From an optimization exercise on the open Yosys and OpenROAD flow, aimed at small area, a short achievable clock period and few clock cycles per item; shortcuts taken in it are not production practice. At most, simulation tests tie the RTL to the original design; equivalence was not proved.

## v51
## tea
module tea (
   input        clk,
   input        rstb,
   input [15:0] delta,
   input [ 2:0] round,
   input [63:0] key,
   input        enc_write,
   input [31:0] enc_wdata,
  output        enc_valid,
  output [31:0] enc_rdata,
   input        dec_write,
   input [31:0] dec_wdata,
  output        dec_valid,
  output [31:0] dec_rdata
);
Size: roughly 150 flip-flops, about 220 I/O pins, about 13,000 um2 of cells after synthesis.
clock: 11.0 ns
lec_check: 0
abc_area: 1
cap_margin: 20
core_margin: 2
core_utilization: 40
cts_buf_list: sky130_fd_sc_hd__clkbuf_8
slew_margin: 20
standard.sh (not shown) runs the stock make flow with config.mk's settings and CLKGATE_MAP_FILE= SYNTH_SCRIPT=/design/flow/synth_recipe.tcl, a recipe that flattens the netlist after the stock synthesis.
==> flow/flow/run.sh <==
#!/bin/bash
# Standard ORFS layout, with the port buffers made of buf_1 cells instead of
# the larger, slower cell buffer_ports picks by default.
set -o pipefail
export BUFFER_PORTS_ARGS="-buffer_cell sky130_fd_sc_hd__buf_1"
export SETUP_SLACK_MARGIN=7.3
bash standard.sh > standard.log 2>&1
Testbench counts of v51, summed over its fixed seeds: cycles 85,704, items 2,560.
Here is what was changed in the inputs of v59 compared with v51.
- a deleted CTS_BUF_LIST that had been sky130_fd_sc_hd__clkbuf_8
### Flow results
No stage failed in v51, and the final checks on the layout all came back clean.
v59 reached the end of the flow, and the finished layout is clean on the timing, DRC and antenna checks.
Looking only at total routed wire length on the met1 layer, and setting everything else aside, the higher value of v59 and v51 goes to v59.
Non-clock buffer count is lower on v51
Taking v51 as the reference point, the post-route standard cell area excluding fillers of v59 rises by 1.8%.
[compare] base=v51 new=v59: cell count comparable; final cycle utilization of the critical path comparable.
#### Input delta (v15 over v59)
diff --git a/flow/flow/run.sh b/flow/flow/run.sh
--- a/flow/flow/run.sh
+++ b/flow/flow/run.sh
@@ -5,3 +5,3 @@
 export BUFFER_PORTS_ARGS="-buffer_cell sky130_fd_sc_hd__buf_1"
-export SETUP_SLACK_MARGIN=7.3
+export SETUP_SLACK_MARGIN=7.6
 bash standard.sh > standard.log 2>&1
[summary]
From v59 to v15 the numbers moved as follows: source-to-sink clock delay at the later pin of the worst-skew pair now sits higher; utilization after layout went up 5.8 points; number of placed instances with taps included roughly the same. v59 reports its launch point of the critical path as delta[3] while v15 reports u_enc.q[0].
Edits applied to the flow inputs when going from v15 to v47:
- an added CTS_BUF_LIST of sky130_fd_sc_hd__clkbuf_8
- a change of CORE_UTILIZATION from 40 to 55
- an added PLACE_DENSITY of 0.7
diff --git a/flow/flow/run.sh b/flow/flow/run.sh
--- a/flow/flow/run.sh
+++ b/flow/flow/run.sh
@@ -5,3 +5,3 @@
 export BUFFER_PORTS_ARGS="-buffer_cell sky130_fd_sc_hd__buf_1"
-export SETUP_SLACK_MARGIN=7.6
+export SETUP_SLACK_MARGIN=7.3
 bash standard.sh > standard.log 2>&1
==> run summary <==
- The launching element of the worst setup path comes out u_enc.q[2] in one run and u_enc.q[0] in the other, namely in v47 and v15 respectively.
- The sequential share of layout area of v47 exceeds that of v15 by 3.1 points.
- The higher shortest period the worst path allows of v47 and v15 is in v47.
- Going from v15 to v47, core area now sits lower; global-route wire length before repair shows a reduction of 10%; initial standard-cell utilization of the core went up 15 points; met3 routing resource usage after global routing grew by 0.45 points.
Setup changes, v47 to v11
- CTS_CLUSTER_SIZE now 30, previously not set
- PLACE_DENSITY no longer set, was 0.7
- CTS_CLUSTER_DIAMETER now 60, previously not set
- CORE_UTILIZATION now 40, was 55
diff --git a/flow/flow/run.sh b/flow/flow/run.sh
--- a/flow/flow/run.sh
+++ b/flow/flow/run.sh
@@ -5,3 +5,3 @@
 export BUFFER_PORTS_ARGS="-buffer_cell sky130_fd_sc_hd__buf_1"
-export SETUP_SLACK_MARGIN=7.3
+export SETUP_SLACK_MARGIN=7.2
 bash standard.sh > standard.log 2>&1
==> comparison <==
- In terms of sequential cell area, v47 and v11 differ only marginally.
- STATUS post-route clock skew: v11 wins against v47
- Wire: v11 routes more than v47
- Diff v47 and v11: share of the cycle needed by the critical path after routing lower in v47
- Compared v11 vs v47, and via density per instance is down in v11.
- In the final reports, the cell area of v11 is smaller than that of v47.
- v47 → v11: final core area utilization went down 18 points; maximum frequency now smaller; worst-case setup slack after placement held.
- Relative to v47, global placer's final weighted congestion has decreased by about 3% in v11.

* * *

## job 101
Another version of the RTL of tea (not shown whole).
Size: roughly 1300 cells after synthesis, roughly 150 flip-flops, about 220 I/O pins, ~13000 um2 of cells after synthesis.
export LEC_CHECK = 0
export CAP_MARGIN = 20
export CORE_MARGIN = 2
export CORE_UTILIZATION = 65
export CTS_BUF_LIST = sky130_fd_sc_hd__clkbuf_8
export CTS_CLUSTER_SIZE = 30
export PLACE_DENSITY = 0.75
export SLEW_MARGIN = 20
create_clock -name core_clock -period 11.0 [get_ports {clk}]
==> flow/flow/run.sh <==
#!/bin/bash
# Standard ORFS layout, with the port buffers made of buf_1 cells instead of
# the larger, slower cell buffer_ports picks by default.
set -o pipefail
export BUFFER_PORTS_ARGS="-buffer_cell sky130_fd_sc_hd__buf_1"
bash standard.sh > standard.log 2>&1
Job 101 reached the end of the flow, and the finished layout is clean on the timing, DRC and antenna checks.
## Diff of input files: job 102 against job 101
- PLACE_DENSITY no longer set, was 0.75
- CTS_BUF_LIST no longer set, was sky130_fd_sc_hd__clkbuf_8
- CTS_CLUSTER_SIZE no longer set, was 30
- CORE_UTILIZATION now 40, was 65
[summary]
Higher post-CTS clock slew at the launch and capture registers of the worst setup and hold paths among job 102 and job 101: job 101
Per the comparison of job 102 with job 101, area of the core region saw an increase, cell area after layout increased about 3%, sum of routed wire segments on met1 went up.
No run of this note included a check of the RTL's function; only the layout flow was run.

* * *

red:
tea with an RTL version that a note above also has.
Size in the first run: about 1800 cells after synthesis, roughly 150 flip-flops, roughly 13000 sq um of cells after synthesis.
Design tea, start of the top module:
module tea (
   input        clk,
   input        rstb,
   input [15:0] delta,
   input [ 2:0] round,
   input [63:0] key,
   input        enc_write,
   input [31:0] enc_wdata,
  output        enc_valid,
  output [31:0] enc_rdata,
   input        dec_write,
   input [31:0] dec_wdata,
  output        dec_valid,
  output [31:0] dec_rdata
);
clock: 11.0 ns
lec_check: 0
abc_area: 1
cap_margin: 20
core_margin: 2
core_utilization: 40
cts_buf_list: sky130_fd_sc_hd__clkbuf_8
slew_margin: 20
==> flow/flow/run.sh <==
#!/bin/bash
# Standard ORFS layout, with the port buffers made of buf_1 cells instead of
# the larger, slower cell buffer_ports picks by default.
set -o pipefail
export BUFFER_PORTS_ARGS="-buffer_cell sky130_fd_sc_hd__buf_1"
export SETUP_SLACK_MARGIN=7.0
bash standard.sh > standard.log 2>&1
Testbench counts of red, summed over its fixed seeds: cycles 85,704, items 2,560.
> inputs changed (red -> blue)
diff --git a/flow/flow/run.sh b/flow/flow/run.sh
--- a/flow/flow/run.sh
+++ b/flow/flow/run.sh
@@ -5,3 +5,3 @@
 export BUFFER_PORTS_ARGS="-buffer_cell sky130_fd_sc_hd__buf_1"
-export SETUP_SLACK_MARGIN=7.0
+export SETUP_SLACK_MARGIN=7.45
 bash standard.sh > standard.log 2>&1
- Diff red -> blue: horizontal die dimension has remained practically unchanged, hold slack has remained practically unchanged, count of placed standard cells in the final layout, fillers left out has increased, count of inverters other than clock inverters in the layout has increased.
- When blue is set beside red, its met2 demand-to-capacity share in global routing turns out to be 0.21 points larger.
- Looking at global router's overall resource usage, blue sits 0.86 points higher than red does.
Setup changes, blue to green
diff --git a/flow/flow/run.sh b/flow/flow/run.sh
--- a/flow/flow/run.sh
+++ b/flow/flow/run.sh
@@ -5,3 +5,3 @@
 export BUFFER_PORTS_ARGS="-buffer_cell sky130_fd_sc_hd__buf_1"
-export SETUP_SLACK_MARGIN=7.45
+export SETUP_SLACK_MARGIN=7.2
 bash standard.sh > standard.log 2>&1
Findings:
- green completed end to end with timing, DRC and antenna clean.
- [compare] base=blue new=green: wire length went down about 4%; max capacitance violation total roughly the same; H-tree depth saw little to no change.

[separate check: timing with driven ports]
How much do the figures lean on ideal ports? The routed layouts below were timed once more, with nothing changed but the port constraints. Step 1 sets driving cells, clkbuf_16 on the clock port and buf_2 on the other inputs (assumed; they add their load-dependent delay and slew). Step 2 also shifts input and output timing later by t, the mid clock arrival at the registers, as if the neighbouring blocks saw the same clock. Three values: ideal ports, drivers, drivers and shift; two values: the first two.
run	t (ns)	setup WS [ns]	hold WS [ns]	latest minus earliest clock arrival (ns)
v51	0.552	7.402 / 7.351 / 6.917	0.534 / 0.534 / 0.534	0.026 / 0.026
v59	0.491	7.394 / 7.406 / 6.924	0.534 / 0.534 / 0.534	0.016 / 0.015
v15	0.507	7.436 / 7.407 / 7.119	0.538 / 0.538 / 0.538	0.016 / 0.016
v47	0.524	7.381 / 7.335 / 6.912	0.565 / 0.565 / 0.565	0.026 / 0.026
v11	0.540	7.297 / 7.250 / 6.869	0.523 / 0.523 / 0.523	0.022 / 0.022
job 101	0.502	5.656 / 5.656 / 5.656	0.493 / 0.493 / 0.493	0.019 / 0.019
job 102	0.492	6.245 / 6.245 / 5.845	0.447 / 0.447 / 0.447	0.015 / 0.015
red	0.542	7.254 / 7.208 / 6.787	0.514 / 0.514 / 0.514	0.021 / 0.021
blue	0.546	7.396 / 7.392 / 6.942	0.516 / 0.516 / 0.516	0.022 / 0.022
green	0.540	7.297 / 7.250 / 6.869	0.523 / 0.523 / 0.523	0.022 / 0.022
After both steps every run listed still meets setup and hold. The setup slack of v51, which loses most, moves by -0.051 ns with the drivers and by -0.485 ns with both steps.
